Background: an optimization exercise with open tools, aiming at small area. Do not read the settings as production practice. The RTL was checked by simulation tests, not by an equivalence proof against the original design. No run shown here takes its clock network from TritonCTS; it comes from the design's own scripts or RTL. The clock input has no modelled driver; a real chip could not lean on it and would need a root buffer or a full tree. No activity file was given, so power comes from the tool's default toggle rates.

**flow/flow/manual_cts.tcl**
```tcl
# Clock tree built by hand: the clock port drives one root buffer, which drives
# NLEAF leaf buffers; the flip-flops are split into NLEAF equal groups by
# recursive bisection of their placement, each group driven by one leaf buffer
# at its centre.
proc mcts_split {items nparts} {
  # items: list of {x y iterm}; returns list of nparts groups
  if {$nparts <= 1} { return [list $items] }
  set xs [lmap p $items {lindex $p 0}]; set ys [lmap p $items {lindex $p 1}]
  set dx [expr {[tcl::mathfunc::max {*}$xs] - [tcl::mathfunc::min {*}$xs]}]
  set dy [expr {[tcl::mathfunc::max {*}$ys] - [tcl::mathfunc::min {*}$ys]}]
  set idx [expr {$dx >= $dy ? 0 : 1}]
  set sorted [lsort -integer -index $idx $items]
  set n1 [expr {$nparts / 2}]
  set cut [expr {int(round([llength $sorted] * double($n1) / $nparts))}]
  return [concat [mcts_split [lrange $sorted 0 [expr {$cut-1}]] $n1] \
                 [mcts_split [lrange $sorted $cut end] [expr {$nparts - $n1}]]]
}

proc mcts_build {root_master leaf_master nleaf} {
  set db [ord::get_db]
  set block [ord::get_db_block]
  set clk [$block findNet CLK]
  set items {}
  foreach it [$clk getITerms] {
    set b [[$it getInst] getBBox]
    lappend items [list [expr {([$b xMin]+[$b xMax])/2}] [expr {([$b yMin]+[$b yMax])/2}] $it]
  }
  set groups [mcts_split $items $nleaf]
  set lm [$db findMaster $leaf_master]
  set centres {}
  set k 0
  foreach g $groups {
    set sx 0; set sy 0
    foreach p $g { set sx [expr {$sx + [lindex $p 0]}]; set sy [expr {$sy + [lindex $p 1]}] }
    set cx [expr {int($sx / [llength $g])}]; set cy [expr {int($sy / [llength $g])}]
    lappend centres [list $cx $cy]
    set lnet [odb::dbNet_create $block clknet_leaf_$k]
    $lnet setSigType CLOCK
    set linst [odb::dbInst_create $block $lm clkbuf_leaf_$k]
    [$linst findITerm X] connect $lnet
    $linst setLocation $cx $cy
    $linst setPlacementStatus PLACED
    foreach p $g { set it [lindex $p 2]; $it disconnect; $it connect $lnet }
    lappend leaves $linst
    incr k
  }
  if {$root_master ne ""} {
    set rnet [odb::dbNet_create $block clknet_root]
    $rnet setSigType CLOCK
    set rinst [odb::dbInst_create $block [$db findMaster $root_master] clkbuf_root]
    [$rinst findITerm A] connect $clk
    [$rinst findITerm X] connect $rnet
    set sx 0; set sy 0
    foreach c $centres { set sx [expr {$sx + [lindex $c 0]}]; set sy [expr {$sy + [lindex $c 1]}] }
    $rinst setLocation [expr {int($sx / $nleaf)}] [expr {int($sy / $nleaf)}]
    $rinst setPlacementStatus PLACED
    set drv $rnet
  } else { set drv $clk }
  foreach l $leaves { [$l findITerm A] connect $drv }
  set_propagated_clock [all_clocks]
  puts "manual clock tree: root $root_master, $nleaf x $leaf_master, groups [lmap g $groups {llength $g}]"
}
```
**flow/flow/run.sh**
```bash
#!/bin/bash
# ORFS layout (the standard.sh) with: 1-unit port buffers, tie cells kept as
# synthesised (one per value), and a hand-built two-level clock tree.
set -euo pipefail
here=$(pwd)
export BUFFER_PORTS_ARGS="-buffer_cell sky130_fd_sc_hd__buf_1"
export SKIP_REPAIR_TIE_FANOUT=1
export PRE_CTS_TCL=$here/flow/pre_cts.tcl
export MCTS_ROOT=
export MCTS_LEAF=sky130_fd_sc_hd__clkbuf_16
export MCTS_NLEAF=4
bash standard.sh finish > $here/standard_flow.log 2>&1
```
**flow/config.mk**
```make
export PLATFORM = sky130hd
export DESIGN_NAME = pcie_cq_engine_64_dword
export DESIGN_NICKNAME = pcie_cq_engine_64_dword
export VERILOG_FILES = /design/flow/design.v
export SDC_FILE = /design/flow/constraint.sdc
export NUM_CORES = 4
export LEC_CHECK = 0
export CAP_MARGIN = 20
export CORE_MARGIN = 2
export CORE_UTILIZATION = 40
export SLEW_MARGIN = 20
```
**flow/constraint.sdc**
```tcl
create_clock -name core_clock -period 4.0 [get_ports {CLK}]
set_input_delay 0.8000 -clock core_clock [delete_from_list [all_inputs] [get_ports {CLK}]]
set_output_delay 0.8000 -clock core_clock [all_outputs]
set_load 0.01 [all_outputs]
```
**flow/standard.sh**
```bash
#!/bin/bash
# synth_recipe.tcl (not shown) runs the flow's synth.tcl, then flattens the netlist and writes it again
# the make line also repeats each setting of config.mk as NAME=value (left out here)
make -C /OpenROAD-flow-scripts/flow DESIGN_CONFIG=/design/flow/config.mk WORK_HOME=/design/flow/orfs CLKGATE_MAP_FILE= SYNTH_SCRIPT=/design/flow/synth_recipe.tcl "${@:-finish}"
```
**flow/design.v**
```verilog
`timescale 1ns / 1ps
module pcie_cq_engine_64_dword(
  input                               CLK                   ,
  input                               RST_N                 ,
  input      [64-1:0]   M_AXIS_CQ_TDATA       ,
  input                               M_AXIS_CQ_TLAST       ,
  input                               M_AXIS_CQ_TVALID      ,
  input  [88-1:0]   M_AXIS_CQ_TUSER       ,
  input      [64 / 32-1:0]   M_AXIS_CQ_TKEEP       ,
  output                              M_AXIS_CQ_TREADY      ,
  input                       [5:0]   PCIE_CQ_NP_REQ_COUNT  ,
  output                              PCIE_CQ_NO_REQ        ,
  input                               MEM_WR_BUSY           ,
  output     [64-1:0]   MEM_WR_DATA           ,
  output     [32-1:0]   MEM_WR_ADDR           ,
  output     [64 / 8-1:0]   MEM_WR_KEEP           ,
  output                              MEM_WR_VALD           ,
  output                              MEM_WR_ERRO           ,
  output                              MEM_WR_LAST           ,
  output                    [7:0]     st_test
);
reg   [1:0]   st        ;
reg   [63:0]  rData     ;
reg   [7:0]   rKeep     ;
reg           rDisc     ;    
reg           rVald     ;
reg           rBusy0    ;    
reg           rBusy1    ;    
reg   [30:0]  rAddr     ;    
reg   [10:0]  rLeftN    ;    
wire beat  = M_AXIS_CQ_TVALID ;
wire sIdle = ~st[1] & ~st[0]  ;
wire sHdr  =  st[1] & ~st[0]  ;
wire sPay  =  st[1] &  st[0]  ;
wire sWait = ~st[1] &  st[0]  ;
wire hdrOk = (M_AXIS_CQ_TDATA[14:11] == 4'b0001) && (M_AXIS_CQ_TDATA[10:0] != 11'd0) ;
wire fall  = rBusy1 & ~rBusy0 ;
always @(posedge CLK) begin
  if ( !RST_N )
    st <= 2'b00 ;
  else if ( sIdle )
    st <= (beat && M_AXIS_CQ_TUSER[40]) ? 2'b10 : 2'b00 ;
  else if ( sHdr )
    st <= beat ? (hdrOk ? 2'b11 : 2'b00) : 2'b10 ;
  else if ( sPay )
    st <= (beat && M_AXIS_CQ_TLAST) ? 2'b01 : 2'b11 ;
  else
    st <= fall ? 2'b00 : 2'b01 ;
end
always @(posedge CLK) begin
  rVald <= RST_N & sPay & beat ;
end
always @(posedge CLK) begin
  rData  <= M_AXIS_CQ_TDATA        ;
  rKeep  <= M_AXIS_CQ_TUSER[15:8]  ;
  rDisc  <= M_AXIS_CQ_TUSER[41]    ;
  rBusy0 <= MEM_WR_BUSY            ;
  rBusy1 <= rBusy0                 ;
end
wire        left2 = ~&rLeftN[10:1] ;
wire        inc2  = rVald & left2 ;
wire        inc1  = rVald & ~left2 & ~rLeftN[0] ;
wire [30:1] ac ;
genvar i ;
assign ac[1] = inc2 | (inc1 & rAddr[0]) ;
assign ac[2] = ac[1] & rAddr[1] ;
assign ac[3] = ac[2] & rAddr[2] ;
assign ac[4] = ac[3] & rAddr[3] ;
assign ac[5] = ac[4] & rAddr[4] ;
assign ac[6] = ac[5] & rAddr[5] ;
assign ac[7] = ac[6] & rAddr[6] ;
assign ac[8] = ac[7] & rAddr[7] ;
assign ac[9] = ac[1] & (&rAddr[8:1]) ;
assign ac[10] = ac[9] & rAddr[9] ;
assign ac[11] = ac[10] & rAddr[10] ;
assign ac[12] = ac[11] & rAddr[11] ;
assign ac[13] = ac[12] & rAddr[12] ;
assign ac[14] = ac[13] & rAddr[13] ;
assign ac[15] = ac[14] & rAddr[14] ;
assign ac[16] = ac[15] & rAddr[15] ;
assign ac[17] = ac[9] & (&rAddr[16:9]) ;
assign ac[18] = ac[17] & rAddr[17] ;
assign ac[19] = ac[18] & rAddr[18] ;
assign ac[20] = ac[19] & rAddr[19] ;
assign ac[21] = ac[20] & rAddr[20] ;
assign ac[22] = ac[21] & rAddr[21] ;
assign ac[23] = ac[22] & rAddr[22] ;
assign ac[24] = ac[23] & rAddr[23] ;
assign ac[25] = ac[17] & (&rAddr[24:17]) ;
assign ac[26] = ac[25] & rAddr[25] ;
assign ac[27] = ac[26] & rAddr[26] ;
assign ac[28] = ac[27] & rAddr[27] ;
assign ac[29] = ac[28] & rAddr[28] ;
assign ac[30] = ac[29] & rAddr[29] ;
wire [10:1] lb ;
assign lb[1] = inc2 ;
generate for (i = 2; i <= 10; i = i + 1) begin : g_lb
  assign lb[i] = lb[i-1] & rLeftN[i-1] ;
end endgenerate
always @(posedge CLK) begin
  if ( !st[1] )                       
    rAddr <= {1'b0, M_AXIS_CQ_TDATA[31:2]} ;
  else
    rAddr <= {rAddr[30:1] ^ ac, rAddr[0] ^ inc1} ;
end
always @(posedge CLK) begin
  if ( !st[0] )                       
    rLeftN <= ~M_AXIS_CQ_TDATA[10:0] ;
  else
    rLeftN <= {rLeftN[10:1] ^ lb, rLeftN[0] | inc1} ;
end
assign M_AXIS_CQ_TREADY = 1'b1 ;
assign PCIE_CQ_NO_REQ   = 1'b0 ;
assign st_test          = {6'd0, st} ;
assign MEM_WR_DATA      = rData ;
assign MEM_WR_ADDR      = {1'b0, rAddr} ;
assign MEM_WR_KEEP      = rKeep ;
assign MEM_WR_VALD      = rVald ;
assign MEM_WR_LAST      = ~st[1] ;
assign MEM_WR_ERRO      = ~st[1] & rDisc ;
endmodule
```
**flow/flow/pre_cts.tcl**
```tcl
# Replace TritonCTS with a small hand-built clock tree (see manual_cts.tcl).
source [file join [file dirname [info script]] manual_cts.tcl]
rename clock_tree_synthesis tritoncts_unused
proc clock_tree_synthesis {args} {
  mcts_build $::env(MCTS_ROOT) $::env(MCTS_LEAF) $::env(MCTS_NLEAF)
}
```
==> metrics.md, run 1 <==
| Metric | Value |
|---|---|
| Final WL | `7200 µm` |
| Final setup fails | `0` |
| Mapped Area | `3680 µm²` |
| Pin count of the biggest net entering global routing | `31` |
| Starting density of the core | `between 40% and 50%` |
| Port buffer count | `186` |
| Antenna cells | `0` |
| Synth top area share | `between 60 and 70%` |
| Maximum vdd drop | `just under 0.3 mV` |
| Cell variety after synth | `31` |
| Hold_buf cts | `0` |
| Tcrit/Tclk final | `79.1%` |
| Leakage | `1.83 nW` |
| Worst-path maximum fanout | `3` |
| Core footprint | `9060 µm²` |
| Avg Inst Size Synth | `13.4 µm²` |
| DRC Markers | `0` |
| Largest cells by area after synthesis | `dfxtp_1 (65%), ha_1 (12%), mux2_2 (8.3%), buf_4 (2.0%), nand4_1 (1.5%)` |
| HP Class | `reg2reg` |
| First-pass GRT wire length | `approximately 11000 µm` |
| Chip height | `99.9 µm` |
| Unrepaired setup endpoints after global routing | `no` |
| Setup Buffers After CTS | `0` |
| DP HPWL | `slightly below 6000 µm` |
| Vias | `2553` |
| PwrDens | `430 nW/µm²` |
| Cells after DPL | `557` |
| CP top delay family | `adder cells` |
| Crit Path Class | `reg2reg` |
| Max-slew violation count | `0` |
| DRT iter0 DRCs | `26` |
| F_max | `316 MHz` |
| Share of post-route cells with drive strength above 1 | `a little over 8%` |
| Max-cap viol count | `0` |
| Die W | `99.9 µm` |
| Status | `timing/DRC/antenna clean` |
| Die area | `9990 µm²` |
| Period minus WS final | `3.16 ns` |
| Via density | `between 4 and 5` |
| Total negative slack | `0 ns` |
| Sequential area share after synthesis | `65.3%` |
| Clock Skew | `approximately 0.011 ns` |
| Worst-path clk slew | `0.11 ns` |
| Worst path required time | `4.06 ns` |
| Top Ports | `roughly 280` |
| Area leader, netlist | `dfxtp_1` |
| Main synth FF type | `dfxtp_1` |
| CP Cell Sequence | `nand4_1 > or4_4 > nor2_1 > ha_1 > o21ai_1 > nor3_1 > ha_1 > ha_1 > ha_1 > ha_1 > ha_1 > ha_1 > ha_1 > mux2_2` |
| Initial antenna violation count | `0` |
| DRT Pass-1 Iters | `4` |
| PnR Total Power | `around 0.0019 W` |
| Routed Antenna Nets | `0` |
| Total gr overflow | `0` |
| CTS resizes | `0` |
| Asr flop ratio synth | `0%` |
| Vias in the first global route | `2331` |
| Nets@finish | `653` |
| Post-synth EDFFs | `0` |
| Most repeated library cell on the critical path | `ha_1` |
| Crit-path max cell delay | `0.50 ns` |
| Critical path's slowest cell | `or4_4` |
| Hold Vio Cnt, Final | `0` |
| Area grow syn2layout | `23.0%` |
| Fin cells | `between 500 and 600` |
| Least-Margin Pin Slew | `0.791 ns` |
| Count of warnings emitted by yosys | `1` |
| Worst Setup Start Kind | `register` |
| Synth Register Bits | `120` |
| Post-Syn Instances | `between 200 and 300` |
| Critical path capture point type | `register` |
| Worst hold slack | `0.351 ns` |
| Cell Rows | `35` |
| Clk latency of the worst-skew pair | `around 0.17 ns` |
| Reg-to-reg slack, setup | `0.84 ns` |
| Relative slew slack | `a little under half` |
| GR Util All Layers | `13.2%` |
| CP bufs+invs | `0` |
| Syn Nets | `475` |
| Placer congestion estimate | `0.838` |
| Worst Path Arrival | `approximately 3.2 ns` |
| DR WL/cell | `12.8 µm` |
cell families after synthesis:
group                    synth area share (%)
multiplexers                             8.53
adder cells (fa/ha/maj)                  12.2
AND/OR/NAND/NOR                          6.29
XOR/XNOR                                 1.19
flip-flops                               65.3
other                                   0.204
AO/OA/AOI/OAI                            3.13
buffers and inverters                    3.16
metrics by stage:
stage	setup WS, ns	util, %	instance area (µm²)
floorplan	1.14	-	3680
detailed placement	0.839	48.9	4430
finish	0.837	50.0	4530
CTS	0.814	50.0	4530
global placement	0.871	48.9	4430
global route	0.607	50.0	4530
worst register-to-register path, stage by stage, from the launching register on:
cell and delay (ns):
dfxtp_1 0.36, nand4_1 0.12, or4_4 0.50, nor2_1 0.11, ha_1 0.18, o21ai_1 0.16
nor3_1 0.24, ha_1 0.19, ha_1 0.15, ha_1 0.16, ha_1 0.14, ha_1 0.14
ha_1 0.14, ha_1 0.21, mux2_2 0.25
synth_stat cells (3+ instances only):
master / instances
mux2_2: 27
buf_2: 3
nand2_1: 11
o21ai_0: 11
ha_1: 36
a21oi_1: 3
nor2_1: 9
dfxtp_1: 120
nand4_1: 9
buf_4: 10
xnor2_1: 5
inv_1: 5
path summary, 6_finish.rpt:
kind,from,to,cells past startpoint
worst max-delay path,rLeftN[2],rAddr[23],14
worst min-delay path,rBusy0,rBusy1,0
worst max register to register,rLeftN[2],rAddr[23],14
worst min register to register,rBusy0,rBusy1,0
registers in the layout, indices dropped and copies added (netlist names):
| signal | flops |
|---|---|
| rBusy1 | 1 |
| st | 2 |
| rAddr | 31 |
| rDisc | 1 |
| rData | 64 |
| rKeep | 8 |
| rBusy0 | 1 |
| rVald | 1 |
| rLeftN | 11 |
area by class of cell:
cell class,count,area (µm²)
inverters,5,18.8
plain buffers,4,100
fillers,883,4540
flip-flops and latches,120,2400
well taps,111,139
repair buffers,187,706
multi-input cells,134,1160
placed cells by master (no fill, tap or decap), drive strengths merged, types with 2 or more instances in the layout:
cell type  count
buf          187
dfxtp        120
ha            36
mux2          27
o21ai         12
nand2         11
nor2           9
nand4          9
inv            5
xnor2          5
clkbuf         4
a21oi          3
nor4b          2
nor3           2
nor2b          2
nor4           2
conb           2
power by group:
part / total (W) / switching, W / internal, W
logic: 0.000178 / 0.000101 / 0.0000770
clock network: 0.000468 / 0.000282 / 0.000185
registers: 0.00130 / 0.0000349 / 0.00127
total: 0.00195 / 0.000419 / 0.00153
routing by layer:
layer / wire, µm / GRT usage [%] / share of wire [%] / vias up
met5: 0 / 0 / 0 / -
met4: 109 / 1.90 / 1.5 / 0
met3: 561 / 2.58 / 7.8 / 6
met2: 3430 / 22.8 / 48 / 98
met1: 3100 / 17.6 / 43 / 1165
li1: - / - / - / 1284
==> inputs of run 2 (changes only) <==
--- a/flow/design.v
+++ b/flow/design.v
@@ -24,6 +24,4 @@
 reg   [7:0]   rKeep     ;
-reg           rDisc     ;    
 reg           rVald     ;
 reg           rBusy0    ;    
-reg           rBusy1    ;    
 reg   [30:0]  rAddr     ;    
@@ -36,3 +34,4 @@
 wire hdrOk = (M_AXIS_CQ_TDATA[14:11] == 4'b0001) && (M_AXIS_CQ_TDATA[10:0] != 11'd0) ;
-wire fall  = rBusy1 & ~rBusy0 ;
+wire lastBeat = beat & M_AXIS_CQ_TLAST ;
+wire fall  = rLeftN[9] & ~rBusy0 ;
 always @(posedge CLK) begin
@@ -45,3 +44,3 @@
   else if ( sPay )
-    st <= (beat && M_AXIS_CQ_TLAST) ? 2'b01 : 2'b11 ;
+    st <= lastBeat ? 2'b01 : 2'b11 ;
   else
@@ -55,5 +54,3 @@
   rKeep  <= M_AXIS_CQ_TUSER[15:8]  ;
-  rDisc  <= M_AXIS_CQ_TUSER[41]    ;
   rBusy0 <= MEM_WR_BUSY            ;
-  rBusy1 <= rBusy0                 ;
 end
@@ -108,4 +105,7 @@
     rLeftN <= ~M_AXIS_CQ_TDATA[10:0] ;
-  else
-    rLeftN <= {rLeftN[10:1] ^ lb, rLeftN[0] | inc1} ;
+  else begin
+    rLeftN[8:0] <= {rLeftN[8:1] ^ lb[8:1], rLeftN[0] | inc1} ;
+    rLeftN[10]  <= lastBeat ? M_AXIS_CQ_TUSER[41] : rLeftN[10] ^ lb[10] ;
+    rLeftN[9]   <= (lastBeat | ~st[1]) ? rBusy0 : rLeftN[9] ^ lb[9] ;
+  end
 end
@@ -119,3 +119,3 @@
 assign MEM_WR_LAST      = ~st[1] ;
-assign MEM_WR_ERRO      = ~st[1] & rDisc ;
+assign MEM_WR_ERRO      = ~st[1] & rLeftN[10] ;
 endmodule
==> run 2 against run 1 <==
Effect of this change: cell area is 0.55% lower; area after synthesis shrank 0.44%; combinational power up 24%.
==> metrics.md, run 2 <==
| Metric | Value |
|---|---|
| Status | `timing/DRC/antenna clean` |
| Unrepaired setup endpoints after global routing | `no` |
| Worst Path Arrival | `3.49 ns` |
| Die area | `9940 µm²` |
| Clk latency of the worst-skew pair | `0.17 ns` |
| Post-Place Cell Area | `roughly 4400 µm²` |
| Port buffer count | `186` |
| DRC Markers | `0` |
| Area grow syn2layout | `22.9%` |
| Least-Margin Pin Slew | `~0.90 ns` |
| Largest regs | `rData: 64 flops, rAddr: 31 flops, rLeftN: 11 flops` |
| Nets@finish | `650` |
| Mapped Area | `between 3000 and 4000 µm²` |
| Hold Vio Cnt, Final | `0` |
| Switching power | `around 0.00046 W` |
| Area leader, netlist | `dfxtp_1` |
| Max-slew violation count | `0` |
| Die W | `99.7 µm` |
| Top Ports | `282` |
| Worst Setup Start Kind | `register` |
| Setup Buffers After CTS | `0` |
| DR WL/cell | `between 10 and 15 µm` |
| Crit Path Class | `reg2reg` |
| Max-cap viol count | `0` |
| Critical Path Start | `rLeftN[10]` |
| Share of post-route cells with drive strength above 1 | `7.61%` |
| Antenna cells | `0` |
| Clock Power Share | `23.4%` |
| Period minus WS final | `3.43 ns` |
| Sequential share of power | `65.6%` |
| Final WL | `7670 µm` |
| Critical path capture point type | `register` |
| Leading cell type in the layout, fill and taps excluded | `buf_1` |
| Worst-path maximum fanout | `4` |
| Int Power | `0.00155 W` |
| DRT Pass-1 Iters | `6` |
| DP HPWL | `6080 µm` |
| Leakage | `~1.8 nW` |
| Asr flop ratio synth | `0%` |
| HP Class | `reg2reg` |
| Final setup fails | `0` |
| Worst-path clk slew | `0.11 ns` |
| GR Util All Layers | `~14%` |
| Final instance area | `4500 µm²` |
| Synth Register Bits | `118` |
| Vias | `2548` |
| Chip height | `99.7 µm` |
| Total negative slack | `0 ns` |
| Largest register FFs | `64` |
| Hold_buf cts | `0` |
| Worst path required time | `roughly 4.1 ns` |
| Sw Ratio | `23.1%` |
| Core footprint | `just under 9000 µm²` |
| Starting density of the core | `41.6%` |
| DRT iter0 DRCs | `27` |
| Total gr overflow | `0` |
| Avg Inst Size Synth | `13.5 µm²` |
| Count of warnings emitted by yosys | `1` |
| Syn Nets | `473` |
| Synth top area share | `64.5%` |
| Post-synth EDFFs | `0` |
| Vias in the first global route | `2519` |
| Largest cells by area after synthesis | `dfxtp_1 (64%), ha_1 (12%), mux2_2 (8.3%), buf_4 (1.8%), nand4_1 (1.4%)` |
| Initial antenna violation count | `0` |
| Commonest cells in the netlist | `dfxtp_1 (118), ha_1 (36), mux2_2 (27)` |
| Placer congestion estimate | `0.764` |
| Sequential area share after synthesis | `64.5%` |
| Register-to-Register Path Depth | `14` |
| Routed Antenna Nets | `0` |
| Critical path endpoint | `rAddr[23]` |
| Part of the power in combinational logic | `11.0%` |
| FF-to-FF End | `rAddr[23]` |
| Most frequent cells in the layout | `buf_1 (186), dfxtp_1 (117), ha_1 (36), mux2_2 (27), nand2_1 (13)` |
| Tcrit/Tclk final | `85.6%` |
| Post-Syn Instances | `between 200 and 300` |
| Cell variety after synth | `30` |
| Cell Rows | `34` |
| Via density | `4.59` |
| Core Util, Final | `51.2%` |
| Reg-to-reg slack, setup | `0.57 ns` |
| Most flop-heavy register | `rData` |
| First-pass GRT wire length | `around 12000 µm` |
| Maximum vdd drop | `0.332 mV` |
| Main synth FF type | `dfxtp_1` |
| Pin count of the biggest net entering global routing | `between 40 and 50` |
| PnR Total Power | `0.00201 W` |
| Reg2reg start | `rLeftN[10]` |
| CTS resizes | `0` |
| PwrDens | `447 nW/µm²` |
| F_max | `292 MHz` |
| Clock Skew | `0.00975 ns` |
| Relative slew slack | `~40%` |
| Hold Path Stages | `2` |
| Count leader, synth | `dfxtp_1` |
## run 2: cell count changes after synthesis, moves of 2 or more
cell | before | now
a21oi_1 | 3 | 5
dfxtp_1 | 120 | 118
mux2i_1 | 1 | 4
nand2_1 | 11 | 13
nor2_1 | 9 | 6
nor4b_1 | 2 | 0
o21ai_0 | 11 | 8
o311a_1 | 0 | 2
or4_1 | 0 | 2
## run 2: metrics by stage
step	setup slack (ns)	instances	hold slack, ns
6_report	0.575	555	0.466
5_1_grt	0.273	555	0.509
4_1_cts	0.509	555	0.473
3_5_place_dp	0.542	551	0.454
3_3_place_gp	0.612	551	0.448
2_1_floorplan	0.950	272	0.434
## run 2: final cells by class
type | instances | area (µm²)
Buffer | 4 | 100
Fill cell | 825 | 4300
Inverter | 6 | 22.5
Multi-Input combinational cell | 133 | 1180
Sequential cell | 118 | 2360
Tap cell | 108 | 135
Timing Repair Buffer | 186 | 698
## run 2: cells by family after synthesis
group | Yosys count | share of synthesized area, %
muxes | 31 | 9.39
and+or+nand+nor | 36 | 4.98
buffers and inverters | 21 | 3.21
other | 2 | 0.205
AOI/OAI and AO/OA | 23 | 4.27
adders and majority gates | 36 | 12.3
DFF | 118 | 64.5
xor gates and xnor gates | 5 | 1.19
## run 2: worst min-delay path by stage
stage	from	to	slack, ns
after global routing	rLeftN[0]	rLeftN[0]	0.51
after detailed placement	rLeftN[0]	rLeftN[0]	0.45
after global placement	rLeftN[0]	rLeftN[0]	0.45
after CTS	rLeftN[0]	rLeftN[0]	0.47
after floorplan	rLeftN[0]	rLeftN[0]	0.43
final	rLeftN[0]	rLeftN[0]	0.47
## run 2: critical path, stage by stage (launching register included)
cell	delay, ns
dfxtp_1	0.40
nand4_1	0.16
or4_1	0.45
nor2_1	0.12
ha_1	0.15
inv_1	0.09
a2111oi_0	0.51
ha_1	0.25
ha_1	0.15
ha_1	0.15
ha_1	0.14
ha_1	0.14
ha_1	0.14
ha_1	0.22
mux2_2	0.25
## run 2: layer usage
| layer | share of wire (%) | up-vias | GRT usage, % | wire (µm) |
|---|---|---|---|---|
| li1 | - | 1276 | - | - |
| met1 | 43 | 1148 | 17.8 | 3290 |
| met2 | 47 | 117 | 25.7 | 3580 |
| met3 | 9.2 | 7 | 3.51 | 706 |
| met4 | 1.2 | 0 | 1.58 | 94 |
| met5 | 0 | - | 0 | 0 |
## run 2: power groups by stage
stage | clock network (W) | registers, W | logic, W
floorplan | 0 | 0.00137 | 0.0000954
global placement | 0 | 0.00135 | 0.000223
detailed placement | 0 | 0.00135 | 0.000226
CTS | 0.000489 | 0.00132 | 0.000227
global route | 0.000521 | 0.00133 | 0.000249
finish | 0.000470 | 0.00132 | 0.000221
==> inputs of run 3 (changes only) <==
==> flow/flow/run.sh (replaced) <==
#!/bin/bash
# ORFS layout (the standard.sh) with these changes:
#  - synthesis: the standard flow's synthesis script unchanged, except that ABC maps the
#    combinational logic with its area mapper (flow/abc_area_map.script),
#    and half/full adder cells are not used, so the adders are mapped by ABC
#    with the rest of the logic;
#  - 1-unit port buffers;
#  - tie cells kept as synthesised (one per value);
#  - a hand-built clock tree (flow/manual_cts.tcl) instead of TritonCTS.
# All tool output goes to standard_flow.log here (and ORFS's per-step logs
# under orfs/logs).
set -euo pipefail
here=$(pwd)

cat > "$here/own_synth.tcl" <<EOT
# synth_recipe.tcl with ABC's -script argument replaced, and no adder cells
set ::env(DONT_USE_CELLS) "\$::env(DONT_USE_CELLS) sky130_fd_sc_hd__ha_1 sky130_fd_sc_hd__ha_2 sky130_fd_sc_hd__ha_4 sky130_fd_sc_hd__fa_1 sky130_fd_sc_hd__fa_2 sky130_fd_sc_hd__fa_4"
proc abc {args} {
  set i [lsearch -exact \$args -script]
  if {\$i >= 0} { set args [lreplace \$args [expr {\$i + 1}] [expr {\$i + 1}] $here/flow/abc_area_map.script] }
  yosys abc {*}\$args
}
source $here/synth_recipe.tcl
EOT
sed "s#SYNTH_SCRIPT=[^ ]*#SYNTH_SCRIPT=$here/own_synth.tcl#" standard.sh > "$here/own_standard.sh"
grep -q "SYNTH_SCRIPT=$here/own_synth.tcl" "$here/own_standard.sh"

export BUFFER_PORTS_ARGS="-buffer_cell sky130_fd_sc_hd__buf_1"
export SKIP_REPAIR_TIE_FANOUT=1
export PRE_CTS_TCL=$here/flow/pre_cts.tcl
export MCTS_ROOT=
export MCTS_LEAF=sky130_fd_sc_hd__clkbuf_16
export MCTS_NLEAF=4
bash "$here/own_standard.sh" finish > "$here/standard_flow.log" 2>&1
==> flow/flow/abc_area_map.script (new file) <==
strash
dch -f
amap
topo
stime -c
==> run 3 against run 2 <==
Effect of this change: final cell count grew 14%; first-iteration DRC count grew to 2.6 times the previous value; still clean; setup slack worse by 0.11 ns; largest cell class unchanged; fmax decreased by 3.2%; power down 0.91%; die area fell by 4.8%.
==> metrics.md, run 3 <==
| Metric | Value |
|---|---|
| Status | `timing/DRC/antenna clean` |
| Least-Margin Pin Slew | `between 0.5 and 0.6 ns` |
| Placer congestion estimate | `0.755` |
| Nets@finish | `694` |
| Vias | `2986` |
| Sequential area share after synthesis | `67.9%` |
| Maximum vdd drop | `0.217 mV` |
| Worst Setup Start Kind | `register` |
| Sw Ratio | `23.5%` |
| Max-slew violation count | `0` |
| Area of the multi-input gates | `around 1000 µm²` |
| Post-Place Cell Area | `4280 µm²` |
| Worst Path Arrival | `3.62 ns` |
| Clk latency of the worst-skew pair | `0.17 ns` |
| PnR Total Power | `around 0.0020 W` |
| Unrepaired setup endpoints after global routing | `no` |
| Leakage | `1.72 nW` |
| DRT Pass-1 Iters | `4` |
| Sequential share of power | `between 60% and 70%` |
| Synth Register Bits | `118` |
| Final instance area | `4470 µm²` |
| Int Power | `0.00152 W` |
| Syn Nets | `504` |
| Cell variety after synth | `30` |
| Synth top area share | `67.9%` |
| Crit-path max cell delay | `0.36 ns` |
| Clock Power Share | `between 20% and 30%` |
| Post-synth EDFFs | `0` |
| Tcrit/Tclk final | `about nine tenths` |
| Final WL | `8270 µm` |
| Pin count of the biggest net entering global routing | `60` |
| Area grow syn2layout | `28.3%` |
| Most frequent cells in the layout | `buf_1 (186), dfxtp_1 (115), nand2_1 (51), o21ai_0 (39), clkinv_1 (27)` |
| Initial antenna violation count | `0` |
| Avg Inst Size Synth | `10.3 µm²` |
| Part of the power in combinational logic | `10.7%` |
| Vias in the first global route | `2650` |
| Total negative slack | `0 ns` |
| Area leader, netlist | `dfxtp_1` |
| Mapped Area | `3480 µm²` |
| Largest cells by area after synthesis | `dfxtp_1 (68%), nand2_1 (5.7%), o21ai_0 (5.6%), clkinv_1 (3.2%), buf_4 (1.9%)` |
| Routed Antenna Nets | `0` |
| Main synth FF type | `dfxtp_1` |
| Die W | `roughly 97 µm` |
| Post-Syn Instances | `roughly 340` |
| Chip height | `between 90 and 100 µm` |
| Register area | `2370 µm²` |
| DRC Markers | `0` |
| Crit Path Class | `reg2reg` |
| Commonest cells in the netlist | `dfxtp_1 (118), nand2_1 (53), o21ai_0 (39)` |
| Period minus WS final | `3.54 ns` |
| F_max | `about 280 MHz` |
| Asr flop ratio synth | `0%` |
| PwrDens | `447 nW/µm²` |
| Worst path required time | `between 4 and 5 ns` |
| Count leader, synth | `dfxtp_1` |
| Cell Rows | `34` |
| HP Class | `reg2reg` |
| Port buffer count | `186` |
| First-pass GRT wire length | `between 10000 and 15000 µm` |
| Relative slew slack | `63.0%` |
| Core footprint | `between 8000 and 9000 µm²` |
| Die area | `~9500 µm²` |
| Critical path capture point type | `register` |
| Largest regs | `rData: 64 flops, rAddr: 31 flops, rLeftN: 11 flops` |
| Most repeated library cell on the critical path | `nand2_1` |
| Antenna cells | `0` |
| Hold_buf cts | `0` |
| GR Util All Layers | `between 15 and 20%` |
| Switching power | `approximately 0.00047 W` |
| Most flop-heavy register | `rData` |
| Max-cap viol count | `0` |
| DP HPWL | `6330 µm` |
| Share of post-route cells with drive strength above 1 | `5.12%` |
| Leading cell type in the layout, fill and taps excluded | `buf_1` |
| Total gr overflow | `0` |
| Via density | `4.70` |
| Largest register FFs | `64` |
| Top Ports | `282` |
| Critical path's slowest cell | `dfxtp_1` |
| Worst-path clk slew | `0.11 ns` |
| Hold Vio Cnt, Final | `0` |
| Count of warnings emitted by yosys | `1` |
| Final setup fails | `0` |
| DRT iter0 DRCs | `71` |
| Clock Skew | `about 0.012 ns` |
| DR WL/cell | `13.0 µm` |
| Worst-path maximum fanout | `4` |
| Starting density of the core | `slightly above 40%` |
| Filler cells | `843` |
run 3: cell count changes after synthesis, moves of 5 or more:
cell / before / now
nand2_1: 13 / 53
o21ai_0: 8 / 39
o31ai_1: 0 / 7
mux2_2: 27 / 0
inv_1: 6 / 0
clkinv_1: 0 / 30
nor2_1: 6 / 17
o22a_1: 0 / 5
o22ai_1: 0 / 9
ha_1: 36 / 0
run 3: area by class of cell:
| type | instances | area share, % |
|---|---|---|
| multi-input combinational | 182 | 22.4 |
| sequential | 118 | 53.0 |
| buffer | 4 | 2.24 |
| inverter | 30 | 2.52 |
| timing repair buffer | 193 | 16.8 |
| tap | 108 | 3.03 |
run 3: per-stage QoR:
stage          worst slack [ns]  hold slack, ns  cells  utilization [%]
6_report                  0.463           0.495    635             52.0
5_1_grt                  0.0261           0.518    635             52.0
4_1_cts                  0.0242           0.503    632             50.9
3_5_place_dp             0.0635           0.487    628             49.8
3_3_place_gp              0.201           0.471    628             49.8
2_1_floorplan             0.610           0.477    339                -
run 3: worst paths after layout:
kind                   from        end  slack (ns)  cells past startpoint
setup / recovery  rLeftN[6]  rAddr[30]        0.46                     30
setup reg to reg  rLeftN[6]  rAddr[30]        0.46                     30
hold reg to reg   rAddr[30]  rAddr[30]        0.49                      1
hold / removal    rAddr[30]  rAddr[30]        0.49                      1
run 3: repair_timing:
| item | CTS | global route |
|---|---|---|
| gates resized for setup | 0 | 19 |
| endpoints found under the setup margin | 0 | 13 |
| buffers inserted | 0 | 3 |
run 3: kinds of logic (layout without fill, tap and decap cells):
group / count (synthesis) / in the layout / synth area share (%)
DFF: 118 / 118 / 67.9
and+or+nand+nor: 97 / 97 / 12.2
AOI/OAI and AO/OA: 83 / 83 / 14.6
buffers and inverters: 39 / 227 / 5.18
other: 2 / 2 / 0.216
run 3: critical path: cells and delay by family, from the launching register on:
family / cells / cell delay, ns
AO/OA/AOI/OAI: 2 / 0.36
buffers and inverters: 9 / 0.56
flip-flops: 1 / 0.36
AND/OR/NAND/NOR: 19 / 2.18
run 3: layer usage:
metal	up-vias	wire length [µm]	global-route usage, %	share of wire [%]
li1	1526	-	-	-
met1	1332	3590	20.7	43
met2	118	3860	28.0	47
met3	10	697	3.24	8.4
met4	0	123	2.24	1.5
met5	-	0	0	0
run 3: power by group through the flow:
stage / clock [W] / sequential (W) / combinational [W]
final: 0.000474 / 0.00131 / 0.000214
after global routing: 0.000522 / 0.00132 / 0.000238
after CTS: 0.000486 / 0.00131 / 0.000214
after detailed placement: 0 / 0.00133 / 0.000213
after global placement: 0 / 0.00133 / 0.000210
after floorplan: 0 / 0.00136 / 0.0000794
==> inputs of run 4 (changes only) <==
--- a/flow/flow/run.sh
+++ b/flow/flow/run.sh
@@ -3,5 +3,3 @@
 #  - synthesis: the standard flow's synthesis script unchanged, except that ABC maps the
-#    combinational logic with its area mapper (flow/abc_area_map.script),
-#    and half/full adder cells are not used, so the adders are mapped by ABC
-#    with the rest of the logic;
+#    combinational logic with its area mapper (flow/abc_area_map.script);
 #  - 1-unit port buffers;
@@ -15,4 +13,3 @@
 cat > "$here/own_synth.tcl" <<EOT
-# synth_recipe.tcl with ABC's -script argument replaced, and no adder cells
-set ::env(DONT_USE_CELLS) "\$::env(DONT_USE_CELLS) sky130_fd_sc_hd__ha_1 sky130_fd_sc_hd__ha_2 sky130_fd_sc_hd__ha_4 sky130_fd_sc_hd__fa_1 sky130_fd_sc_hd__fa_2 sky130_fd_sc_hd__fa_4"
+# synth_recipe.tcl with ABC's -script argument replaced
 proc abc {args} {
--- a/flow/config.mk
+++ b/flow/config.mk
@@ -7,5 +7,5 @@
 export LEC_CHECK = 0
-export CAP_MARGIN = 20
+export CAP_MARGIN = 0
 export CORE_MARGIN = 2
 export CORE_UTILIZATION = 40
-export SLEW_MARGIN = 20
+export SLEW_MARGIN = 0
==> run 4 against run 3 <==
Effect of this change: hold slack got worse by 0.0060 ns; setup slack improved by 0.29 ns; fmax increased by 9.0%; critical endpoint is now rLeftN[10]; clock skew decreased by 0.0030 ns; largest power group unchanged; global-route usage decreased by 1.6 points; synthesized cell count decreased by 18%; critical path type unchanged; power decreased by 0.74%; clock power decreased by 2%.
==> metrics.md, run 4 <==
| Metric | Value |
|---|---|
| Top Ports | `282` |
| Count of warnings emitted by yosys | `1` |
| Unrepaired setup endpoints after global routing | `no` |
| Setup Buffers After CTS | `0` |
| Mapped Area | `3540 µm²` |
| Largest regs | `rData: 64 flops, rAddr: 31 flops, rLeftN: 11 flops` |
| Final setup margin | `0.754 ns` |
| Filler cells | `829` |
| Cell variety after synth | `21` |
| DRT iter0 DRCs | `32` |
| Hold_buf cts | `0` |
| Antenna cells | `0` |
| Avg Inst Size Synth | `about 13 µm²` |
| PwrDens | `roughly 450 nW/µm²` |
| Cell Rows | `34` |
| HP Class | `reg2reg` |
| CTS resizes | `0` |
| Nets@finish | `664` |
| Worst Setup Start Kind | `register` |
| Leading cell type in the layout, fill and taps excluded | `buf_1` |
| Most frequent cells in the layout | `buf_1 (186), dfxtp_1 (118), ha_1 (36), o22a_1 (26), nor2_1 (18)` |
| Initial antenna violation count | `0` |
| Starting density of the core | `40.9%` |
| Final WL | `around 7500 µm` |
| Post-Syn Instances | `277` |
| Cells after DPL | `565` |
| Critical path capture point type | `register` |
| Max-slew violation count | `0` |
| DRC Markers | `0` |
| Crit Path Class | `reg2reg` |
| Sequential area share after synthesis | `around two thirds` |
| Area of the multi-input gates | `1070 µm²` |
| Total negative slack | `0 ns` |
| Pin count of the biggest net entering global routing | `42` |
| Core footprint | `8640 µm²` |
| Via density | `about 4.7` |
| Post-synth EDFFs | `0` |
| Register area | `2360 µm²` |
| Vias | `roughly 2600` |
| Most flop-heavy register | `rData` |
| Area grow syn2layout | `25.1%` |
| Clock Skew | `0.00886 ns` |
| Largest register FFs | `64` |
| Clk latency of the worst-skew pair | `around 0.17 ns` |
| Setup WS pre-CTS | `approximately 0.77 ns` |
| Port buffer count | `186` |
| Routed Antenna Nets | `0` |
| Chip height | `about 98 µm` |
| Syn Nets | `about 480` |
| Hold Vio Cnt, Final | `0` |
| Worst Path Arrival | `3.31 ns` |
| Area leader, netlist | `dfxtp_1` |
| GR Util All Layers | `14.3%` |
| Maximum vdd drop | `0.184 mV` |
| Die area | `9610 µm²` |
| Fin cells | `569` |
| Period minus WS final | `between 3 and 4 ns` |
| Total gr overflow | `0` |
| Final setup fails | `0` |
| Die W | `98.0 µm` |
| Status | `timing/DRC/antenna clean` |
| Relative slew slack | `66.8%` |
| Worst-path clk slew | `0.11 ns` |
| Share of post-route cells with drive strength above 1 | `1.52%` |
| Reg-to-reg slack, setup | `0.75 ns` |
| Count leader, synth | `dfxtp_1` |
| Placer congestion estimate | `0.774` |
| Max-cap viol count | `0` |
| DRT Pass-1 Iters | `4` |
| DR WL/cell | `13.2 µm` |
| Asr flop ratio synth | `0%` |
| First-pass GRT wire length | `11600 µm` |
| Least-Margin Pin Slew | `0.495 ns` |
| Vias in the first global route | `2537` |
| Commonest cells in the netlist | `dfxtp_1 (118), ha_1 (36), o22a_1 (26)` |
| Leakage | `1.78 nW` |
| F_max | `308 MHz` |
| Tcrit/Tclk final | `about four fifths` |
| Worst-path maximum fanout | `4` |
| Main synth FF type | `dfxtp_1` |
| Synth Register Bits | `118` |
| Synth top area share | `66.8%` |
| Largest cells by area after synthesis | `dfxtp_1 (67%), ha_1 (13%), o22a_1 (6.4%), buf_4 (1.9%), nor2_1 (1.9%)` |
| Worst path required time | `approximately 4 ns` |
| DP HPWL | `approximately 5800 µm` |
[run 4: path summary, 6_finish.rpt]
check / start / to / depth (start not counted)
worst min register to register: rAddr[30] / rAddr[30] / 1
worst max-delay path: rLeftN[10] / rLeftN[10] / 16
worst max register to register: rLeftN[10] / rLeftN[10] / 16
worst min-delay path: rAddr[30] / rAddr[30] / 1
[run 4: routing by layer]
layer	up-vias	GRT usage, %	part of all wire (%)
li1	1341	-	-
met1	1190	18.3	43
met2	110	26.6	48
met3	5	1.65	7.3
met4	0	1.60	1.2
met5	-	0	0
[run 4: stage by stage]
stage / area [µm²] / total power (W) / util, % / hold WS [ns]
floorplan: 3540 / 0.00144 / - / 0.504
detailed placement: 4320 / 0.00155 / 50.1 / 0.473
global route: 4420 / 0.00208 / 51.2 / 0.509
finish: 4420 / 0.00198 / 51.2 / 0.489
global placement: 4320 / 0.00154 / 50.1 / 0.458
CTS: 4420 / 0.00201 / 51.2 / 0.491
[run 4: cells by family (layout without fill, tap and decap cells)]
group / after synthesis / in the layout / share of synthesized area [%]
fa+ha+maj: 36 / 36 / 12.7
compound gates: 54 / 54 / 10.8
simple gates: 49 / 49 / 6.58
buf+inv: 18 / 202 / 2.87
flops: 118 / 118 / 66.8
other cells: 2 / 2 / 0.212
[run 4: report_power, final]
part           total [W]  internal, W  switching, W
Clock           0.000466     0.000185      0.000280
Sequential       0.00130      0.00126     0.0000407
Combinational   0.000217    0.0000887      0.000128
[run 4: final cells by class]
class / instances / share of cell area [%]
Inverter: 9 / 0.764
Sequential cell: 118 / 53.4
Tap cell: 108 / 3.05
Timing Repair Buffer: 189 / 16.3
Buffer: 4 / 2.26
Multi-Input combinational cell: 141 / 24.2
[run 4: worst max-delay path, cell delays in order, from the launching register on]
cell      delay [ns]
dfxtp_1         0.33
clkinv_1        0.10
nor4_1          0.49
nor2b_1         0.14
ha_1            0.21
ha_1            0.18
ha_1            0.18
ha_1            0.19
ha_1            0.18
ha_1            0.18
ha_1            0.18
ha_1            0.18
ha_1            0.19
a21oi_1         0.14
nor2_1          0.05
o21ai_0         0.14
o21ai_0         0.09
==> inputs of run 5 (changes only) <==
--- a/flow/config.mk
+++ b/flow/config.mk
@@ -7,5 +7,7 @@
 export LEC_CHECK = 0
-export CAP_MARGIN = 0
+export CAP_MARGIN = 20
 export CORE_MARGIN = 2
 export CORE_UTILIZATION = 40
-export SLEW_MARGIN = 0
+export GPL_ROUTABILITY_DRIVEN = 0
+export GPL_TIMING_DRIVEN = 0
+export SLEW_MARGIN = 20
==> run 5 against run 4 <==
Effect of this change: area after synthesis did not move; clock power hardly changed; global-route usage down 0.33 points; largest power group unchanged.
==> metrics.md, run 5 <==
| Metric | Value |
|---|---|
| Status | `timing/DRC/antenna clean` |
| Crit Path Class | `reg2reg` |
| CP top delay family | `adder cells` |
| Vias in the first global route | `roughly 2500` |
| Critical path endpoint | `rLeftN[10]` |
| Area leader, netlist | `dfxtp_1` |
| Setup Buffers After CTS | `0` |
| Nets@finish | `670` |
| Reg2reg start | `rLeftN[10]` |
| Worst path required time | `4.06 ns` |
| Count leader, synth | `dfxtp_1` |
| Final WL | `between 7000 and 8000 µm` |
| Routed Antenna Nets | `0` |
| Worst Path Arrival | `3.28 ns` |
| Largest register FFs | `64` |
| Setup WS pre-CTS | `around 0.75 ns` |
| Starting density of the core | `approximately two fifths` |
| Post-Syn Instances | `277` |
| Most flop-heavy register | `rData` |
| Critical Path Start | `rLeftN[10]` |
| Antenna cells | `0` |
| PnR Total Power | `0.00198 W` |
| Critical path capture point type | `register` |
| Post-Place Cell Area | `4370 µm²` |
| Total gr overflow | `0` |
| GR Util All Layers | `13.9%` |
| Chip height | `approximately 98 µm` |
| Clk latency of the worst-skew pair | `0.17 ns` |
| Die W | `98.0 µm` |
| Post-synth EDFFs | `0` |
| Final setup fails | `0` |
| Max-slew violation count | `0` |
| Top Ports | `282` |
| Hold Path Stages | `1` |
| Total stage count of the critical path | `16` |
| Hold Vio Cnt, Final | `0` |
| PwrDens | `443 nW/µm²` |
| Synth top area share | `66.8%` |
| Tcrit/Tclk final | `between 80% and 90%` |
| Least-Margin Pin Slew | `0.624 ns` |
| Core footprint | `8640 µm²` |
| Unrepaired setup endpoints after global routing | `no` |
| Worst Setup Start Kind | `register` |
| Synth Register Bits | `118` |
| HP Class | `reg2reg` |
| Cell Rows | `34` |
| DR WL/cell | `12.9 µm` |
| Most repeated library cell on the critical path | `ha_1` |
| DRC Markers | `0` |
| DP HPWL | `5680 µm` |
| Syn Nets | `roughly 480` |
| Maximum vdd drop | `around 0.25 mV` |
| Leading cell type in the layout, fill and taps excluded | `buf_1` |
| Crit-path max cell delay | `0.46 ns` |
| Relative slew slack | `around three fifths` |
| Initial antenna violation count | `0` |
| Port buffer count | `186` |
| Clock Skew | `~0.014 ns` |
| Final setup margin | `roughly 0.8 ns` |
| CTS resizes | `0` |
| Most frequent cells in the layout | `buf_1 (186), dfxtp_1 (117), ha_1 (36), o22a_1 (26), nor2_1 (18)` |
| Cell variety after synth | `21` |
| First-pass GRT wire length | `11500 µm` |
| CP Cell Sequence | `clkinv_1 > nor4_1 > nor2b_1 > ha_1 > ha_1 > ha_1 > ha_1 > ha_1 > ha_1 > ha_1 > ha_1 > ha_1 > a21oi_1 > nor2_1 > o21ai_0 > o21ai_0` |
| Worst-path maximum fanout | `4` |
| Mapped Area | `about 3500 µm²` |
| DRT Pass-1 Iters | `4` |
| Final instance area | `4470 µm²` |
| Count of warnings emitted by yosys | `1` |
| Period minus WS final | `3.21 ns` |
| Worst-path clk slew | `0.11 ns` |
| Critical path's slowest cell | `nor4_1` |
| CP bufs+invs | `1` |
| DRT iter0 DRCs | `37` |
| Reg-to-reg slack, setup | `0.79 ns` |
| Area grow syn2layout | `26.5%` |
| Share of post-route cells with drive strength above 1 | `3.21%` |
| Asr flop ratio synth | `0%` |
| Register-to-Register Path Depth | `16` |
| Total negative slack | `0 ns` |
| Pin count of the biggest net entering global routing | `43` |
| Commonest cells in the netlist | `dfxtp_1 (118), ha_1 (36), o22a_1 (26)` |
| Avg Inst Size Synth | `between 10 and 15 µm²` |
| Largest regs | `rData: 64 flops, rAddr: 31 flops, rLeftN: 11 flops` |
| Largest cells by area after synthesis | `dfxtp_1 (67%), ha_1 (13%), o22a_1 (6.4%), buf_4 (1.9%), nor2_1 (1.9%)` |
| Vias | `2708` |
| Hold_buf cts | `0` |
| Main synth FF type | `dfxtp_1` |
| F_max | `311 MHz` |
| Sequential area share after synthesis | `66.8%` |
| FF-to-FF End | `rLeftN[10]` |
| Via density | `4.71` |
| Leakage | `approximately 1.8 nW` |
| Die area | `9610 µm²` |
| Max-cap viol count | `0` |
run 5: worst min-delay path by stage:
stage                     startpoint         to  slack, ns
final                      rAddr[30]  rAddr[30]       0.50
after floorplan            rLeftN[0]  rLeftN[0]       0.50
after global placement     rAddr[30]  rAddr[30]       0.46
after detailed placement   rAddr[30]  rAddr[30]       0.47
after CTS                  rAddr[30]  rAddr[30]       0.49
after global routing       rAddr[30]  rAddr[30]       0.50
run 5: where the power goes:
| part | leakage [nW] | internal, W | switching, W |
|---|---|---|---|
| logic | 0.773 | 0.0000919 | 0.000123 |
| registers | 0.995 | 0.00126 | 0.0000465 |
| clock network | 0.0493 | 0.000185 | 0.000278 |
| total | 1.82 | 0.00153 | 0.000447 |
run 5: worst register-to-register path: stages, from the launching register on:
cell	delay, ns
dfxtp_1	0.33
clkinv_1	0.11
nor4_1	0.46
nor2b_1	0.14
ha_1	0.21
ha_1	0.18
ha_1	0.18
ha_1	0.18
ha_1	0.17
ha_1	0.18
ha_1	0.18
ha_1	0.19
ha_1	0.19
a21oi_1	0.14
nor2_1	0.05
o21ai_0	0.15
o21ai_0	0.09
run 5: cell families after synthesis:
family                   share of synthesized area (%)
flip-flops                                        66.8
AO/OA/AOI/OAI                                     10.8
AND/OR/NAND/NOR                                   6.58
adder cells (fa/ha/maj)                           12.7
buffers and inverters                             2.87
other                                            0.212
run 5: area by class of cell:
cell class	instances	area, µm²
fill	834	4160
sequential	118	2360
multi-input combinational	141	1070
timing repair buffer	186	698
buffer	13	168
tap	108	135
inverter	9	35.0
run 5: per-stage QoR:
stage | instances | hold slack, ns | utilization [%]
2_1_floorplan | 277 | 0.504 | -
3_3_place_gp | 571 | 0.460 | 50.6
3_5_place_dp | 571 | 0.471 | 50.6
4_1_cts | 575 | 0.489 | 51.8
5_1_grt | 575 | 0.504 | 51.8
6_report | 575 | 0.497 | 51.8
run 5: layer usage:
| layer | track usage [%] | vias up | routed length, µm |
|---|---|---|---|
| met5 | 0 | - | 0 |
| met4 | 0.962 | 0 | 61 |
| met3 | 1.93 | 6 | 603 |
| met2 | 24.9 | 120 | 3500 |
| met1 | 18.9 | 1222 | 3280 |
| li1 | - | 1360 | - |
==> inputs of run 6 (changes only) <==
--- a/flow/config.mk
+++ b/flow/config.mk
@@ -10,3 +10,2 @@
 export CORE_UTILIZATION = 40
-export GPL_ROUTABILITY_DRIVEN = 0
 export GPL_TIMING_DRIVEN = 0
==> run 6 against run 5 <==
Effect of this change: critical path depth stayed put; still clean on timing, DRC and antenna; largest power group unchanged; utilization stayed put; fmax unchanged; highest routed layer unchanged; synthesized cell count unchanged; die area is the same.
==> metrics.md, run 6 <==
| Metric | Value |
|---|---|
| Status | `timing/DRC/antenna clean` |
| Core Util, Final | `approximately 52%` |
| PnR Total Power | `0.00198 W` |
| Die area | `9610 µm²` |
| CP bufs+invs | `1` |
| Via density | `4.71` |
| CP top delay family | `adder cells` |
| Relative slew slack | `between 50% and 60%` |
| Worst path required time | `4.06 ns` |
| Port buffer count | `186` |
| Antenna cells | `0` |
| Critical path capture point type | `register` |
| Area grow syn2layout | `26.5%` |
| CTS resizes | `0` |
| Final setup fails | `0` |
| Routed Antenna Nets | `0` |
| Nets@finish | `670` |
| Clk latency of the worst-skew pair | `0.17 ns` |
| Leading cell type in the layout, fill and taps excluded | `buf_1` |
| First-pass GRT wire length | `11500 µm` |
| DRT iter0 DRCs | `37` |
| Share of post-route cells with drive strength above 1 | `3.21%` |
| F_max | `roughly 310 MHz` |
| Post-synth EDFFs | `0` |
| Hold_buf cts | `0` |
| DR WL/cell | `around 13 µm` |
| Chip height | `98.0 µm` |
| Unrepaired setup endpoints after global routing | `no` |
| Most repeated library cell on the critical path | `ha_1` |
| Tcrit/Tclk final | `80.3%` |
| Max-slew violation count | `0` |
| Worst Path Arrival | `3.28 ns` |
| Core footprint | `8640 µm²` |
| Maximum vdd drop | `between 0.2 and 0.3 mV` |
| Final setup margin | `0.786 ns` |
| Vias in the first global route | `2480` |
| Starting density of the core | `40.9%` |
| Post-Syn Instances | `277` |
| Synth top area share | `66.8%` |
| Hold Vio Cnt, Final | `0` |
| Worst hold slack | `0.497 ns` |
| Largest regs | `rData: 64 flops, rAddr: 31 flops, rLeftN: 11 flops` |
| Most frequent cells in the layout | `buf_1 (186), dfxtp_1 (117), ha_1 (36), o22a_1 (26), nor2_1 (18)` |
| Setup Buffers After CTS | `0` |
| DP HPWL | `5680 µm` |
| Total negative slack | `0 ns` |
| Clock Skew | `0.0139 ns` |
| Setup WS pre-CTS | `0.752 ns` |
| Vias | `2708` |
| Worst Setup Start Kind | `register` |
| Synth Register Bits | `118` |
| Sequential area share after synthesis | `66.8%` |
| HP Class | `reg2reg` |
| Main synth FF type | `dfxtp_1` |
| Mapped Area | `3540 µm²` |
| Reg-to-reg slack, setup | `0.79 ns` |
| Most flop-heavy register | `rData` |
| Cell variety after synth | `21` |
| DRC Markers | `0` |
| Max-cap viol count | `0` |
| Cell Rows | `34` |
| Die W | `a little under 100 µm` |
| Critical path's slowest cell | `nor4_1` |
| Syn Nets | `478` |
| Pin count of the biggest net entering global routing | `between 40 and 50` |
| Largest cells by area after synthesis | `dfxtp_1 (67%), ha_1 (13%), o22a_1 (6.4%), buf_4 (1.9%), nor2_1 (1.9%)` |
| PwrDens | `443 nW/µm²` |
| Placer congestion estimate | `0.785` |
| Worst-path clk slew | `0.11 ns` |
| Total gr overflow | `0` |
| Commonest cells in the netlist | `dfxtp_1 (118), ha_1 (36), o22a_1 (26)` |
| Count of warnings emitted by yosys | `1` |
| Least-Margin Pin Slew | `0.624 ns` |
| Period minus WS final | `between 3 and 4 ns` |
| GR Util All Layers | `13.9%` |
| Leakage | `1.82 nW` |
| Worst-path maximum fanout | `4` |
| Count leader, synth | `dfxtp_1` |
| Final WL | `~7400 µm` |
| Avg Inst Size Synth | `about 13 µm²` |
| Crit Path Class | `reg2reg` |
| Area leader, netlist | `dfxtp_1` |
| Crit-path max cell delay | `0.46 ns` |
| Largest register FFs | `64` |
| Initial antenna violation count | `0` |
| CP Cell Sequence | `clkinv_1 > nor4_1 > nor2b_1 > ha_1 > ha_1 > ha_1 > ha_1 > ha_1 > ha_1 > ha_1 > ha_1 > ha_1 > a21oi_1 > nor2_1 > o21ai_0 > o21ai_0` |
| Asr flop ratio synth | `0%` |
| DRT Pass-1 Iters | `4` |
| Top Ports | `282` |
run 6: cell counts after synthesis:
No cell type changed its count.
run 6: report_power, final:
| part | switching (W) | internal [W] | total (W) |
|---|---|---|---|
| clock network | 0.000278 | 0.000185 | 0.000463 |
| logic | 0.000123 | 0.0000919 | 0.000215 |
| registers | 0.0000465 | 0.00126 | 0.00130 |
| total | 0.000447 | 0.00153 | 0.00198 |
run 6: routing by layer:
layer	GRT usage, %	up-vias	part of all wire (%)
met5	0	-	0
li1	-	1360	-
met4	0.962	0	0.82
met3	1.93	6	8.1
met1	18.9	1222	44
met2	24.9	120	47
run 6: worst paths after layout:
| kind | start | end | cells after the start |
|---|---|---|---|
| max | rLeftN[10] | rLeftN[10] | 16 |
| min | rAddr[30] | rAddr[30] | 1 |
| max reg2reg | rLeftN[10] | rLeftN[10] | 16 |
| min reg2reg | rAddr[30] | rAddr[30] | 1 |
run 6: cell type report:
type	count	area (µm²)
Buffer	13	168
Tap cell	108	135
Inverter	9	35.0
Multi-Input combinational cell	141	1070
Fill cell	834	4160
Timing Repair Buffer	186	698
Sequential cell	118	2360
run 6: logic make-up (layout without fill, tap and decap cells):
group,after synthesis,in the layout,share of synthesized area (%)
simple gates,49,49,6.58
fa+ha+maj,36,36,12.7
buf+inv,18,208,2.87
compound gates,54,54,10.8
other cells,2,2,0.212
flops,118,118,66.8
run 6: per-stage QoR:
stage,cells,cell area (µm²)
after floorplan,277,3540
after global placement,571,4370
after detailed placement,571,4370
after CTS,575,4470
after global routing,575,4470
final,575,4470
==> inputs of run 7 (changes only) <==
--- a/flow/config.mk
+++ b/flow/config.mk
@@ -10,3 +10,2 @@
 export CORE_UTILIZATION = 40
-export GPL_TIMING_DRIVEN = 0
 export SLEW_MARGIN = 20
==> run 7 against run 6 <==
Effect of this change: routed wire length is 0.77% higher; largest cell class unchanged; clock skew is 0.0051 ns lower; final cell count is 1.0% lower; sequential power hardly changed; setup slack worse by 0.032 ns; highest routed layer unchanged; sequential share of layout area is 0.54 points higher; combinational power hardly changed; cell area is 1.1% lower; critical path depth stayed put; power hardly changed; critical endpoint unchanged; area after synthesis stayed put.
==> metrics.md, run 7 <==
| Metric | Value |
|---|---|
| Highest Signal Layer | `met4` |
| Commonest cells in the netlist | `dfxtp_1 (118), ha_1 (36), o22a_1 (26)` |
| Core footprint | `8640 µm²` |
| Via density | `approximately 4.7` |
| First-pass GRT wire length | `11600 µm` |
| Maximum vdd drop | `0.184 mV` |
| Largest register FFs | `between 60 and 70` |
| Worst path required time | `4.06 ns` |
| Avg Inst Size Synth | `12.8 µm²` |
| Vias | `2646` |
| Cells after DPL | `around 570` |
| Largest cells by area after synthesis | `dfxtp_1 (67%), ha_1 (13%), o22a_1 (6.4%), buf_4 (1.9%), nor2_1 (1.9%)` |
| Die area | `9610 µm²` |
| Setup Buffers After CTS | `0` |
| Clk latency of the worst-skew pair | `between 0.15 and 0.2 ns` |
| Setup WS pre-CTS | `0.769 ns` |
| Hold Vio Cnt, Final | `0` |
| Met3 WL post-DR | `551 µm` |
| Period minus WS final | `3.25 ns` |
| Antenna cells | `0` |
| Worst-path clk slew | `between 0.1 and 0.15 ns` |
| Relative slew slack | `66.8%` |
| Area leader, netlist | `dfxtp_1` |
| HP Class | `reg2reg` |
| CTS resizes | `0` |
| Placer congestion estimate | `0.774` |
| Final setup margin | `0.754 ns` |
| Leakage | `1.78 nW` |
| Total gr overflow | `0` |
| DP HPWL | `roughly 5800 µm` |
| Cell variety after synth | `21` |
| Cell Rows | `34` |
| DRT met1 WL | `3220 µm` |
| Worst Setup Start Kind | `register` |
| Starting density of the core | `40.9%` |
| Leading cell type in the layout, fill and taps excluded | `buf_1` |
| Vias in the first global route | `2537` |
| Area grow syn2layout | `25.1%` |
| Asr flop ratio synth | `0%` |
| Final WL | `7500 µm` |
| Critical path capture point type | `register` |
| DR WL/cell | `13.2 µm` |
| Total negative slack | `0 ns` |
| Worst-path maximum fanout | `4` |
| Least-Margin Pin Slew | `0.495 ns` |
| Clock Skew | `0.00886 ns` |
| Routed Antenna Nets | `0` |
| Top Ports | `282` |
| Status | `timing/DRC/antenna clean` |
| Tcrit/Tclk final | `81.2%` |
| Chip height | `98.0 µm` |
| Main synth FF type | `dfxtp_1` |
| Share of post-route cells with drive strength above 1 | `1.52%` |
| Most frequent cells in the layout | `buf_1 (186), dfxtp_1 (118), ha_1 (36), o22a_1 (26), nor2_1 (18)` |
| Nets@finish | `664` |
| Worst Path Arrival | `about 3.3 ns` |
| Synth top area share | `about two thirds` |
| Syn Nets | `~480` |
| Synth Register Bits | `about 120` |
| Crit Path Class | `reg2reg` |
| Unrepaired setup endpoints after global routing | `no` |
| Sequential area share after synthesis | `66.8%` |
| PwrDens | `around 450 nW/µm²` |
| DRT Pass-1 Iters | `4` |
| Pin count of the biggest net entering global routing | `42` |
| Max-slew violation count | `0` |
| Count of warnings emitted by yosys | `1` |
| Die W | `between 90 and 100 µm` |
| Count leader, synth | `dfxtp_1` |
| Most flop-heavy register | `rData` |
| F_max | `308 MHz` |
| Port buffer count | `186` |
| Mapped Area | `~3500 µm²` |
| Met2 wire length | `3640 µm` |
| Post-synth EDFFs | `0` |
| Final setup fails | `0` |
| Fin cells | `569` |
| Largest regs | `rData: 64 flops, rAddr: 31 flops, rLeftN: 11 flops` |
| DRT iter0 DRCs | `32` |
| Max-cap viol count | `0` |
| DRC Markers | `0` |
| Hold_buf cts | `0` |
| GR Util All Layers | `14.3%` |
| Post-Syn Instances | `277` |
| Initial antenna violation count | `0` |
-- run 7: cell counts after synthesis --
Identical to the previous run, type by type.
-- run 7: final timing paths --
path                                 start         end  slack (ns)  cells after the start
worst max-delay path            rLeftN[10]  rLeftN[10]        0.75                     16
worst max register to register  rLeftN[10]  rLeftN[10]        0.75                     16
worst min register to register   rAddr[30]   rAddr[30]        0.49                      1
worst min-delay path             rAddr[30]   rAddr[30]        0.49                      1
-- run 7: power breakdown --
| group | total (W) | leakage (nW) | switching [W] | internal (W) |
|---|---|---|---|---|
| clock network | 0.000466 | 0.0493 | 0.000280 | 0.000185 |
| registers | 0.00130 | 0.994 | 0.0000407 | 0.00126 |
| logic | 0.000217 | 0.739 | 0.000128 | 0.0000887 |
-- run 7: area by class of cell --
| class | instances | area [µm²] |
|---|---|---|
| Tap cell | 108 | 135 |
| Fill cell | 829 | 4210 |
| Inverter | 9 | 33.8 |
| Timing Repair Buffer | 189 | 721 |
| Sequential cell | 118 | 2360 |
| Buffer | 4 | 100 |
| Multi-Input combinational cell | 141 | 1070 |
-- run 7: cell families after synthesis --
logic type               count (synthesis)  share of synthesized area, %
AO/OA/AOI/OAI                           54                          10.8
adder cells (fa/ha/maj)                 36                          12.7
buffers and inverters                   18                          2.87
flip-flops                             118                          66.8
other                                    2                         0.212
AND/OR/NAND/NOR                         49                          6.58
-- run 7: per-layer routing --
layer | vias to the layer above | GRT usage [%]
li1 | 1341 | -
met1 | 1190 | 18.3
met2 | 110 | 26.6
met3 | 5 | 1.65
met4 | 0 | 1.60
met5 | - | 0
-- run 7: worst max-delay path, stage by stage (launching register included) --
cell	delay (ns)
dfxtp_1	0.33
clkinv_1	0.10
nor4_1	0.49
nor2b_1	0.14
ha_1	0.21
ha_1	0.18
ha_1	0.18
ha_1	0.19
ha_1	0.18
ha_1	0.18
ha_1	0.18
ha_1	0.18
ha_1	0.19
a21oi_1	0.14
nor2_1	0.05
o21ai_0	0.14
o21ai_0	0.09
-- run 7: per-stage QoR --
stage	power [W]	hold WS, ns	cell area [µm²]	util, %
final	0.00198	0.489	4420	51.2
after global routing	0.00208	0.509	4420	51.2
after CTS	0.00201	0.491	4420	51.2
after detailed placement	0.00155	0.473	4320	50.1
after global placement	0.00154	0.458	4320	50.1
after floorplan	0.00144	0.504	3540	-

[re-timing with driven ports]
The flow's constraints put no driver on any port. The routed layouts listed below were extracted and timed again, unchanged, in two steps. Step 1: set_driving_cell puts a clkbuf_16 on CLK and a buf_2 on each other input, an assumption about the parent block. Step 2 moves the port delays by t, midway between the first and last clock arrival at a register: inputs arrive t later, outputs are due t later. That takes back most of the time a late clock gives input paths. Slacks: no drivers / after step 1 / after step 2; pairs: no drivers / after step 1.
| run | t, ns | setup WS [ns] | worst register clock-pin slew, ns | cell pins on the clock port's net |
|---|---|---|---|---|
| run 1 | 0.244 | 0.837 / 0.837 / 0.837 | 0.11 / 0.11 | 4 |
| run 2 | 0.243 | 0.575 / 0.575 / 0.575 | 0.11 / 0.11 | 4 |
| run 3 | 0.242 | 0.463 / 0.463 / 0.463 | 0.11 / 0.11 | 4 |
| run 4 | 0.239 | 0.754 / 0.754 / 0.754 | 0.11 / 0.11 | 4 |
| run 5 | 0.239 | 0.786 / 0.786 / 0.786 | 0.11 / 0.11 | 4 |
| run 6 | 0.239 | 0.786 / 0.786 / 0.786 | 0.11 / 0.11 | 4 |
| run 7 | 0.239 | 0.754 / 0.754 / 0.754 | 0.11 / 0.11 | 4 |
After both steps setup and hold are still met in every run listed.
